This is an optimization exercise on Yosys and OpenROAD, whose aim is small area, not a production implementation. At most, simulation tests tie the RTL to the original design; equivalence was not proved.

==> inputs of 01-03 <==
==> flow/design.v (excerpt) <==
module cordic_dds (
  input             clk,
  input             rst_n,
  input             cfg_vld,
  input      [31:0] cfg_freq_word,
  input      [31:0] cfg_phase_word,
  output reg        sig_vld_o,
  output     [15:0] sin_o,
  output     [15:0] cos_o
);
Settings: LEC_CHECK=0, CAP_MARGIN=20, CORE_MARGIN=2, CORE_UTILIZATION=40, CTS_BUF_LIST=sky130_fd_sc_hd__clkbuf_4, SLEW_MARGIN=20; clock period 5.0 ns.
run.sh (not shown) runs the stock make flow with config.mk's settings and CLKGATE_MAP_FILE= SYNTH_SCRIPT=/design/flow/synth_recipe.tcl, a recipe that flattens the netlist after the stock synthesis.
==> inputs of 08-25, as changes to 01-03 <==
--- a/flow/design.v
+++ b/flow/design.v
@@ -8,17 +8,17 @@
   reg [18:0] z_0;
   always @(posedge clk) begin
     s_r1 <= angle[19] ^ angle[18];
     z_0  <= angle[18:0];
   end
   wire [17:0] zn_1 = {~z_0[17], z_0[16:0]};
   reg [17:0] z_1;
   reg d_1_r2;
-  always @(posedge clk) begin z_1 <= zn_1[17:0]; d_1_r2 <= z_0[18]; end
+  always @(posedge clk) begin z_1 <= zn_1; d_1_r2 <= z_0[18]; end
   wire [17:0] zn_2;
   wire [5:0] zn_2_k0;
   wire [4:0] zn_2_s0;
   assign zn_2_k0[0] = ~z_1[17];
   assign zn_2_s0[0] = z_1[0] ^ ~z_1[17] ^ zn_2_k0[0];
   assign zn_2_k0[1] = (z_1[0] & ~z_1[17]) | (zn_2_k0[0] & (z_1[0] ^ ~z_1[17]));
   assign zn_2_s0[1] = z_1[1] ^ ~z_1[17] ^ zn_2_k0[1];
   assign zn_2_k0[2] = (z_1[1] & ~z_1[17]) | (zn_2_k0[1] & (z_1[1] ^ ~z_1[17]));
@@ -86,17 +86,17 @@
   wire [3:0] zn_2_p3;
   assign zn_2_p3[0] = 1'b1;
   assign zn_2_p3[1] = zn_2_p3[0] & zn_2_s3[0];
   assign zn_2_p3[2] = zn_2_p3[1] & zn_2_s3[1];
   assign zn_2_p3[3] = zn_2_p3[2] & zn_2_s3[2];
   assign zn_2[17:15] = zn_2_s3 ^ (zn_2_p3[2:0] & {3{zn_2_c2}});
   reg [17:0] z_2;
   reg d_2_r3;
-  always @(posedge clk) begin z_2 <= zn_2[17:0]; d_2_r3 <= z_1[17]; end
+  always @(posedge clk) begin z_2 <= zn_2; d_2_r3 <= z_1[17]; end
   wire [16:0] zn_3;
   wire [5:0] zn_3_k0;
   wire [4:0] zn_3_s0;
   assign zn_3_k0[0] = ~z_2[17];
   assign zn_3_s0[0] = z_2[0] ^ ~z_2[17] ^ zn_3_k0[0];
   assign zn_3_k0[1] = (z_2[0] & ~z_2[17]) | (zn_3_k0[0] & (z_2[0] ^ ~z_2[17]));
   assign zn_3_s0[1] = z_2[1] ^ ~z_2[17] ^ zn_3_k0[1];
   assign zn_3_k0[2] = (z_2[1] & ~z_2[17]) | (zn_3_k0[1] & (z_2[1] ^ ~z_2[17]));
@@ -161,17 +161,17 @@
   assign zn_3_k3[2] = (z_2[16] & ~z_2[17]) | (zn_3_k3[1] & (z_2[16] ^ ~z_2[17]));
   wire [2:0] zn_3_p3;
   assign zn_3_p3[0] = 1'b1;
   assign zn_3_p3[1] = zn_3_p3[0] & zn_3_s3[0];
   assign zn_3_p3[2] = zn_3_p3[1] & zn_3_s3[1];
   assign zn_3[16:15] = zn_3_s3 ^ (zn_3_p3[1:0] & {2{zn_3_c2}});
   reg [16:0] z_3;
   reg d_3_r4;
-  always @(posedge clk) begin z_3 <= zn_3[16:0]; d_3_r4 <= z_2[17]; end
+  always @(posedge clk) begin z_3 <= zn_3; d_3_r4 <= z_2[17]; end
   wire [15:0] zn_4;
   wire [5:0] zn_4_k0;
   wire [4:0] zn_4_s0;
   assign zn_4_k0[0] = ~z_3[16];
   assign zn_4_s0[0] = z_3[0] ^ z_3[16] ^ zn_4_k0[0];
   assign zn_4_k0[1] = (z_3[0] & z_3[16]) | (zn_4_k0[0] & (z_3[0] ^ z_3[16]));
   assign zn_4_s0[1] = z_3[1] ^ ~z_3[16] ^ zn_4_k0[1];
   assign zn_4_k0[2] = (z_3[1] & ~z_3[16]) | (zn_4_k0[1] & (z_3[1] ^ ~z_3[16]));
@@ -233,17 +233,17 @@
   assign zn_4_s3[0] = z_3[15] ^ ~z_3[16] ^ zn_4_k3[0];
   assign zn_4_k3[1] = (z_3[15] & ~z_3[16]) | (zn_4_k3[0] & (z_3[15] ^ ~z_3[16]));
   wire [1:0] zn_4_p3;
   assign zn_4_p3[0] = 1'b1;
   assign zn_4_p3[1] = zn_4_p3[0] & zn_4_s3[0];
   assign zn_4[15:15] = zn_4_s3 ^ (zn_4_p3[0:0] & {1{zn_4_c2}});
   reg [15:0] z_4;
   reg d_4_r5;
-  always @(posedge clk) begin z_4 <= zn_4[15:0]; d_4_r5 <= z_3[16]; end
+  always @(posedge clk) begin z_4 <= zn_4; d_4_r5 <= z_3[16]; end
   wire [14:0] zn_5;
   wire [5:0] zn_5_k0;
   wire [4:0] zn_5_s0;
   assign zn_5_k0[0] = ~z_4[15];
   assign zn_5_s0[0] = z_4[0] ^ z_4[15] ^ zn_5_k0[0];
   assign zn_5_k0[1] = (z_4[0] & z_4[15]) | (zn_5_k0[0] & (z_4[0] ^ z_4[15]));
   assign zn_5_s0[1] = z_4[1] ^ ~z_4[15] ^ zn_5_k0[1];
   assign zn_5_k0[2] = (z_4[1] & ~z_4[15]) | (zn_5_k0[1] & (z_4[1] ^ ~z_4[15]));
@@ -295,17 +295,17 @@
   assign zn_5_p2[1] = zn_5_p2[0] & zn_5_s2[0];
   assign zn_5_p2[2] = zn_5_p2[1] & zn_5_s2[1];
   assign zn_5_p2[3] = zn_5_p2[2] & zn_5_s2[2];
   assign zn_5_p2[4] = zn_5_p2[3] & zn_5_s2[3];
   assign zn_5_p2[5] = zn_5_p2[4] & zn_5_s2[4];
   assign zn_5[14:10] = zn_5_s2 ^ (zn_5_p2[4:0] & {5{zn_5_c1}});
   reg [14:0] z_5;
   reg d_5_r6;
-  always @(posedge clk) begin z_5 <= zn_5[14:0]; d_5_r6 <= z_4[15]; end
+  always @(posedge clk) begin z_5 <= zn_5; d_5_r6 <= z_4[15]; end
   wire [13:0] zn_6;
   wire [5:0] zn_6_k0;
   wire [4:0] zn_6_s0;
   assign zn_6_k0[0] = ~z_5[14];
   assign zn_6_s0[0] = z_5[0] ^ z_5[14] ^ zn_6_k0[0];
   assign zn_6_k0[1] = (z_5[0] & z_5[14]) | (zn_6_k0[0] & (z_5[0] ^ z_5[14]));
   assign zn_6_s0[1] = z_5[1] ^ ~z_5[14] ^ zn_6_k0[1];
   assign zn_6_k0[2] = (z_5[1] & ~z_5[14]) | (zn_6_k0[1] & (z_5[1] ^ ~z_5[14]));
@@ -354,17 +354,17 @@
   assign zn_6_p2[0] = 1'b1;
   assign zn_6_p2[1] = zn_6_p2[0] & zn_6_s2[0];
   assign zn_6_p2[2] = zn_6_p2[1] & zn_6_s2[1];
   assign zn_6_p2[3] = zn_6_p2[2] & zn_6_s2[2];
   assign zn_6_p2[4] = zn_6_p2[3] & zn_6_s2[3];
   assign zn_6[13:10] = zn_6_s2 ^ (zn_6_p2[3:0] & {4{zn_6_c1}});
   reg [13:0] z_6;
   reg d_6_r7;
-  always @(posedge clk) begin z_6 <= zn_6[13:0]; d_6_r7 <= z_5[14]; end
+  always @(posedge clk) begin z_6 <= zn_6; d_6_r7 <= z_5[14]; end
   wire [12:0] zn_7;
   wire [5:0] zn_7_k0;
   wire [4:0] zn_7_s0;
   assign zn_7_k0[0] = ~z_6[13];
   assign zn_7_s0[0] = z_6[0] ^ z_6[13] ^ zn_7_k0[0];
   assign zn_7_k0[1] = (z_6[0] & z_6[13]) | (zn_7_k0[0] & (z_6[0] ^ z_6[13]));
   assign zn_7_s0[1] = z_6[1] ^ z_6[13] ^ zn_7_k0[1];
   assign zn_7_k0[2] = (z_6[1] & z_6[13]) | (zn_7_k0[1] & (z_6[1] ^ z_6[13]));
@@ -410,17 +410,17 @@
   wire [3:0] zn_7_p2;
   assign zn_7_p2[0] = 1'b1;
   assign zn_7_p2[1] = zn_7_p2[0] & zn_7_s2[0];
   assign zn_7_p2[2] = zn_7_p2[1] & zn_7_s2[1];
   assign zn_7_p2[3] = zn_7_p2[2] & zn_7_s2[2];
   assign zn_7[12:10] = zn_7_s2 ^ (zn_7_p2[2:0] & {3{zn_7_c1}});
   reg [12:0] z_7;
   reg d_7_r8;
-  always @(posedge clk) begin z_7 <= zn_7[12:0]; d_7_r8 <= z_6[13]; end
+  always @(posedge clk) begin z_7 <= zn_7; d_7_r8 <= z_6[13]; end
   wire [11:0] zn_8;
   wire [5:0] zn_8_k0;
   wire [4:0] zn_8_s0;
   assign zn_8_k0[0] = ~z_7[12];
   assign zn_8_s0[0] = z_7[0] ^ ~z_7[12] ^ zn_8_k0[0];
   assign zn_8_k0[1] = (z_7[0] & ~z_7[12]) | (zn_8_k0[0] & (z_7[0] ^ ~z_7[12]));
   assign zn_8_s0[1] = z_7[1] ^ ~z_7[12] ^ zn_8_k0[1];
   assign zn_8_k0[2] = (z_7[1] & ~z_7[12]) | (zn_8_k0[1] & (z_7[1] ^ ~z_7[12]));
@@ -463,17 +463,17 @@
   assign zn_8_k2[2] = (z_7[11] & ~z_7[12]) | (zn_8_k2[1] & (z_7[11] ^ ~z_7[12]));
   wire [2:0] zn_8_p2;
   assign zn_8_p2[0] = 1'b1;
   assign zn_8_p2[1] = zn_8_p2[0] & zn_8_s2[0];
   assign zn_8_p2[2] = zn_8_p2[1] & zn_8_s2[1];
   assign zn_8[11:10] = zn_8_s2 ^ (zn_8_p2[1:0] & {2{zn_8_c1}});
   reg [11:0] z_8;
   reg d_8_r9;
-  always @(posedge clk) begin z_8 <= zn_8[11:0]; d_8_r9 <= z_7[12]; end
+  always @(posedge clk) begin z_8 <= zn_8; d_8_r9 <= z_7[12]; end
   wire [10:0] zn_9;
   wire [5:0] zn_9_k0;
   wire [4:0] zn_9_s0;
   assign zn_9_k0[0] = ~z_8[11];
   assign zn_9_s0[0] = z_8[0] ^ ~z_8[11] ^ zn_9_k0[0];
   assign zn_9_k0[1] = (z_8[0] & ~z_8[11]) | (zn_9_k0[0] & (z_8[0] ^ ~z_8[11]));
   assign zn_9_s0[1] = z_8[1] ^ ~z_8[11] ^ zn_9_k0[1];
   assign zn_9_k0[2] = (z_8[1] & ~z_8[11]) | (zn_9_k0[1] & (z_8[1] ^ ~z_8[11]));
@@ -513,17 +513,17 @@
   assign zn_9_s2[0] = z_8[10] ^ ~z_8[11] ^ zn_9_k2[0];
   assign zn_9_k2[1] = (z_8[10] & ~z_8[11]) | (zn_9_k2[0] & (z_8[10] ^ ~z_8[11]));
   wire [1:0] zn_9_p2;
   assign zn_9_p2[0] = 1'b1;
   assign zn_9_p2[1] = zn_9_p2[0] & zn_9_s2[0];
   assign zn_9[10:10] = zn_9_s2 ^ (zn_9_p2[0:0] & {1{zn_9_c1}});
   reg [10:0] z_9;
   reg d_9_r10;
-  always @(posedge clk) begin z_9 <= zn_9[10:0]; d_9_r10 <= z_8[11]; end
+  always @(posedge clk) begin z_9 <= zn_9; d_9_r10 <= z_8[11]; end
   wire [9:0] zn_10;
   wire [5:0] zn_10_k0;
   wire [4:0] zn_10_s0;
   assign zn_10_k0[0] = ~z_9[10];
   assign zn_10_s0[0] = z_9[0] ^ ~z_9[10] ^ zn_10_k0[0];
   assign zn_10_k0[1] = (z_9[0] & ~z_9[10]) | (zn_10_k0[0] & (z_9[0] ^ ~z_9[10]));
   assign zn_10_s0[1] = z_9[1] ^ z_9[10] ^ zn_10_k0[1];
   assign zn_10_k0[2] = (z_9[1] & z_9[10]) | (zn_10_k0[1] & (z_9[1] ^ z_9[10]));
@@ -553,17 +553,17 @@
   assign zn_10_p1[1] = zn_10_p1[0] & zn_10_s1[0];
   assign zn_10_p1[2] = zn_10_p1[1] & zn_10_s1[1];
   assign zn_10_p1[3] = zn_10_p1[2] & zn_10_s1[2];
   assign zn_10_p1[4] = zn_10_p1[3] & zn_10_s1[3];
   assign zn_10_p1[5] = zn_10_p1[4] & zn_10_s1[4];
   assign zn_10[9:5] = zn_10_s1 ^ (zn_10_p1[4:0] & {5{zn_10_c0}});
   reg [9:0] z_10;
   reg d_10_r11;
-  always @(posedge clk) begin z_10 <= zn_10[9:0]; d_10_r11 <= z_9[10]; end
+  always @(posedge clk) begin z_10 <= zn_10; d_10_r11 <= z_9[10]; end
   wire [8:0] zn_11;
   wire [5:0] zn_11_k0;
   wire [4:0] zn_11_s0;
   assign zn_11_k0[0] = ~z_10[9];
   assign zn_11_s0[0] = z_10[0] ^ z_10[9] ^ zn_11_k0[0];
   assign zn_11_k0[1] = (z_10[0] & z_10[9]) | (zn_11_k0[0] & (z_10[0] ^ z_10[9]));
   assign zn_11_s0[1] = z_10[1] ^ z_10[9] ^ zn_11_k0[1];
   assign zn_11_k0[2] = (z_10[1] & z_10[9]) | (zn_11_k0[1] & (z_10[1] ^ z_10[9]));
@@ -590,17 +590,17 @@
   assign zn_11_p1[0] = 1'b1;
   assign zn_11_p1[1] = zn_11_p1[0] & zn_11_s1[0];
   assign zn_11_p1[2] = zn_11_p1[1] & zn_11_s1[1];
   assign zn_11_p1[3] = zn_11_p1[2] & zn_11_s1[2];
   assign zn_11_p1[4] = zn_11_p1[3] & zn_11_s1[3];
   assign zn_11[8:5] = zn_11_s1 ^ (zn_11_p1[3:0] & {4{zn_11_c0}});
   reg [8:0] z_11;
   reg d_11_r12;
-  always @(posedge clk) begin z_11 <= zn_11[8:0]; d_11_r12 <= z_10[9]; end
+  always @(posedge clk) begin z_11 <= zn_11; d_11_r12 <= z_10[9]; end
   wire [7:0] zn_12;
   wire [5:0] zn_12_k0;
   wire [4:0] zn_12_s0;
   assign zn_12_k0[0] = ~z_11[8];
   assign zn_12_s0[0] = z_11[0] ^ z_11[8] ^ zn_12_k0[0];
   assign zn_12_k0[1] = (z_11[0] & z_11[8]) | (zn_12_k0[0] & (z_11[0] ^ z_11[8]));
   assign zn_12_s0[1] = z_11[1] ^ ~z_11[8] ^ zn_12_k0[1];
   assign zn_12_k0[2] = (z_11[1] & ~z_11[8]) | (zn_12_k0[1] & (z_11[1] ^ ~z_11[8]));
@@ -624,17 +624,17 @@
   wire [3:0] zn_12_p1;
   assign zn_12_p1[0] = 1'b1;
   assign zn_12_p1[1] = zn_12_p1[0] & zn_12_s1[0];
   assign zn_12_p1[2] = zn_12_p1[1] & zn_12_s1[1];
   assign zn_12_p1[3] = zn_12_p1[2] & zn_12_s1[2];
   assign zn_12[7:5] = zn_12_s1 ^ (zn_12_p1[2:0] & {3{zn_12_c0}});
   reg [7:0] z_12;
   reg d_12_r13;
-  always @(posedge clk) begin z_12 <= zn_12[7:0]; d_12_r13 <= z_11[8]; end
+  always @(posedge clk) begin z_12 <= zn_12; d_12_r13 <= z_11[8]; end
   wire [6:0] zn_13;
   wire [5:0] zn_13_k0;
   wire [4:0] zn_13_s0;
   assign zn_13_k0[0] = ~z_12[7];
   assign zn_13_s0[0] = z_12[0] ^ z_12[7] ^ zn_13_k0[0];
   assign zn_13_k0[1] = (z_12[0] & z_12[7]) | (zn_13_k0[0] & (z_12[0] ^ z_12[7]));
   assign zn_13_s0[1] = z_12[1] ^ ~z_12[7] ^ zn_13_k0[1];
   assign zn_13_k0[2] = (z_12[1] & ~z_12[7]) | (zn_13_k0[1] & (z_12[1] ^ ~z_12[7]));
@@ -653,53 +653,65 @@
   assign zn_13_k1[1] = (z_12[5] & z_12[7]) | (zn_13_k1[0] & (z_12[5] ^ z_12[7]));
   assign zn_13_s1[1] = z_12[6] ^ ~z_12[7] ^ zn_13_k1[1];
   assign zn_13_k1[2] = (z_12[6] & ~z_12[7]) | (zn_13_k1[1] & (z_12[6] ^ ~z_12[7]));
   wire [2:0] zn_13_p1;
   assign zn_13_p1[0] = 1'b1;
   assign zn_13_p1[1] = zn_13_p1[0] & zn_13_s1[0];
   assign zn_13_p1[2] = zn_13_p1[1] & zn_13_s1[1];
   assign zn_13[6:5] = zn_13_s1 ^ (zn_13_p1[1:0] & {2{zn_13_c0}});
-  reg [6:1] z_13;
+  reg [6:0] z_13;
   reg d_13_r14;
-  always @(posedge clk) begin z_13 <= zn_13[6:1]; d_13_r14 <= z_12[7]; end
-  wire [4:0] zn_14;
+  always @(posedge clk) begin z_13 <= zn_13; d_13_r14 <= z_12[7]; end
+  wire [5:0] zn_14;
   wire [5:0] zn_14_k0;
   wire [4:0] zn_14_s0;
   assign zn_14_k0[0] = ~z_13[6];
-  assign zn_14_s0[0] = z_13[1] ^ ~z_13[6] ^ zn_14_k0[0];
-  assign zn_14_k0[1] = (z_13[1] & ~z_13[6]) | (zn_14_k0[0] & (z_13[1] ^ ~z_13[6]));
-  assign zn_14_s0[1] = z_13[2] ^ z_13[6] ^ zn_14_k0[1];
-  assign zn_14_k0[2] = (z_13[2] & z_13[6]) | (zn_14_k0[1] & (z_13[2] ^ z_13[6]));
-  assign zn_14_s0[2] = z_13[3] ^ ~z_13[6] ^ zn_14_k0[2];
-  assign zn_14_k0[3] = (z_13[3] & ~z_13[6]) | (zn_14_k0[2] & (z_13[3] ^ ~z_13[6]));
-  assign zn_14_s0[3] = z_13[4] ^ z_13[6] ^ zn_14_k0[3];
-  assign zn_14_k0[4] = (z_13[4] & z_13[6]) | (zn_14_k0[3] & (z_13[4] ^ z_13[6]));
-  assign zn_14_s0[4] = z_13[5] ^ ~z_13[6] ^ zn_14_k0[4];
-  assign zn_14_k0[5] = (z_13[5] & ~z_13[6]) | (zn_14_k0[4] & (z_13[5] ^ ~z_13[6]));
+  assign zn_14_s0[0] = z_13[0] ^ ~z_13[6] ^ zn_14_k0[0];
+  assign zn_14_k0[1] = (z_13[0] & ~z_13[6]) | (zn_14_k0[0] & (z_13[0] ^ ~z_13[6]));
+  assign zn_14_s0[1] = z_13[1] ^ ~z_13[6] ^ zn_14_k0[1];
+  assign zn_14_k0[2] = (z_13[1] & ~z_13[6]) | (zn_14_k0[1] & (z_13[1] ^ ~z_13[6]));
+  assign zn_14_s0[2] = z_13[2] ^ z_13[6] ^ zn_14_k0[2];
+  assign zn_14_k0[3] = (z_13[2] & z_13[6]) | (zn_14_k0[2] & (z_13[2] ^ z_13[6]));
+  assign zn_14_s0[3] = z_13[3] ^ ~z_13[6] ^ zn_14_k0[3];
+  assign zn_14_k0[4] = (z_13[3] & ~z_13[6]) | (zn_14_k0[3] & (z_13[3] ^ ~z_13[6]));
+  assign zn_14_s0[4] = z_13[4] ^ z_13[6] ^ zn_14_k0[4];
+  assign zn_14_k0[5] = (z_13[4] & z_13[6]) | (zn_14_k0[4] & (z_13[4] ^ z_13[6]));
   assign zn_14[4:0] = zn_14_s0;
-  reg [5:1] z_14;
+  wire zn_14_c0 = zn_14_k0[5];
+  wire [1:0] zn_14_k1;
+  wire [0:0] zn_14_s1;
+  assign zn_14_k1[0] = 1'b0;
+  assign zn_14_s1[0] = z_13[5] ^ ~z_13[6] ^ zn_14_k1[0];
+  assign zn_14_k1[1] = (z_13[5] & ~z_13[6]) | (zn_14_k1[0] & (z_13[5] ^ ~z_13[6]));
+  wire [1:0] zn_14_p1;
+  assign zn_14_p1[0] = 1'b1;
+  assign zn_14_p1[1] = zn_14_p1[0] & zn_14_s1[0];
+  assign zn_14[5:5] = zn_14_s1 ^ (zn_14_p1[0:0] & {1{zn_14_c0}});
+  reg [5:0] z_14;
   reg d_14_r15;
-  always @(posedge clk) begin z_14 <= zn_14[4:0]; d_14_r15 <= z_13[6]; end
-  wire [3:0] zn_15;
-  wire [4:0] zn_15_k0;
-  wire [3:0] zn_15_s0;
+  always @(posedge clk) begin z_14 <= zn_14; d_14_r15 <= z_13[6]; end
+  wire [4:0] zn_15;
+  wire [5:0] zn_15_k0;
+  wire [4:0] zn_15_s0;
   assign zn_15_k0[0] = ~z_14[5];
-  assign zn_15_s0[0] = z_14[1] ^ z_14[5] ^ zn_15_k0[0];
-  assign zn_15_k0[1] = (z_14[1] & z_14[5]) | (zn_15_k0[0] & (z_14[1] ^ z_14[5]));
-  assign zn_15_s0[1] = z_14[2] ^ ~z_14[5] ^ zn_15_k0[1];
-  assign zn_15_k0[2] = (z_14[2] & ~z_14[5]) | (zn_15_k0[1] & (z_14[2] ^ ~z_14[5]));
-  assign zn_15_s0[2] = z_14[3] ^ z_14[5] ^ zn_15_k0[2];
-  assign zn_15_k0[3] = (z_14[3] & z_14[5]) | (zn_15_k0[2] & (z_14[3] ^ z_14[5]));
-  assign zn_15_s0[3] = z_14[4] ^ ~z_14[5] ^ zn_15_k0[3];
-  assign zn_15_k0[4] = (z_14[4] & ~z_14[5]) | (zn_15_k0[3] & (z_14[4] ^ ~z_14[5]));
-  assign zn_15[3:0] = zn_15_s0;
-  reg [4:4] z_15;
+  assign zn_15_s0[0] = z_14[0] ^ ~z_14[5] ^ zn_15_k0[0];
+  assign zn_15_k0[1] = (z_14[0] & ~z_14[5]) | (zn_15_k0[0] & (z_14[0] ^ ~z_14[5]));
+  assign zn_15_s0[1] = z_14[1] ^ z_14[5] ^ zn_15_k0[1];
+  assign zn_15_k0[2] = (z_14[1] & z_14[5]) | (zn_15_k0[1] & (z_14[1] ^ z_14[5]));
+  assign zn_15_s0[2] = z_14[2] ^ ~z_14[5] ^ zn_15_k0[2];
+  assign zn_15_k0[3] = (z_14[2] & ~z_14[5]) | (zn_15_k0[2] & (z_14[2] ^ ~z_14[5]));
+  assign zn_15_s0[3] = z_14[3] ^ z_14[5] ^ zn_15_k0[3];
+  assign zn_15_k0[4] = (z_14[3] & z_14[5]) | (zn_15_k0[3] & (z_14[3] ^ z_14[5]));
+  assign zn_15_s0[4] = z_14[4] ^ ~z_14[5] ^ zn_15_k0[4];
+  assign zn_15_k0[5] = (z_14[4] & ~z_14[5]) | (zn_15_k0[4] & (z_14[4] ^ ~z_14[5]));
+  assign zn_15[4:0] = zn_15_s0;
+  reg [4:0] z_15;
   reg d_15_r16;
-  always @(posedge clk) begin z_15 <= zn_15[3:3]; d_15_r16 <= z_14[5]; end
+  always @(posedge clk) begin z_15 <= zn_15; d_15_r16 <= z_14[5]; end
   reg d_16_r17;
   always @(posedge clk) d_16_r17 <= z_15[4];
   reg s_r2;
   always @(posedge clk) s_r2 <= s_r1;
   reg s_r3;
   always @(posedge clk) s_r3 <= s_r2;
   reg s_r4;
   always @(posedge clk) s_r4 <= s_r3;
CTS_BUF_LIST = sky130_fd_sc_hd__clkbuf_2 sky130_fd_sc_hd__clkbuf_4 sky130_fd_sc_hd__clkbuf_8   (was sky130_fd_sc_hd__clkbuf_4)
CTS_CLUSTER_SIZE = 20   (was unset)
==> results.txt <==
01-03 finished clean. 08-25 completed without violations. In 01-03 the first-iteration DRC count is smaller than in 08-25, by about 4%. In 01-03 the clock skew is higher than in 08-25, by 0.031 ns. Sequential share of layout area: 01-03 is higher than 08-25 (0.53 points).
Only the layout flow was run in 08-25; the RTL was not checked for function there.

-- afterwards: timing with drivers on the ports --
The results above use ideal ports. As a check the final layouts listed here were re-extracted and re-timed, cells and wires unchanged.
Step 1 assumes that a clkbuf_16 drives the clock port and a buf_2 every other input.
Step 2 moves the port delays by t, midway between the first and last clock arrival at a register: inputs arrive t later, outputs are due t later. That takes back most of the time a late clock gives input paths.
Three values: no drivers, after step 1, after step 2; two values: the first two.
| run | shift t [ns] | setup WS [ns] | worst hold slack (ns) | latest minus earliest clock arrival (ns) | pins driven straight from the clock port |
|---|---|---|---|---|---|
| 01-03 | 1.081 | 0.453 / 0.453 / 0.453 | 0.322 / 0.322 / 0.322 | 0.072 / 0.072 | 1 |
| 08-25 | 0.847 | 0.674 / 0.674 / 0.674 | 0.284 / 0.247 / 0.324 | 0.038 / 0.038 | 1 |
After both steps every run listed still meets setup and hold.
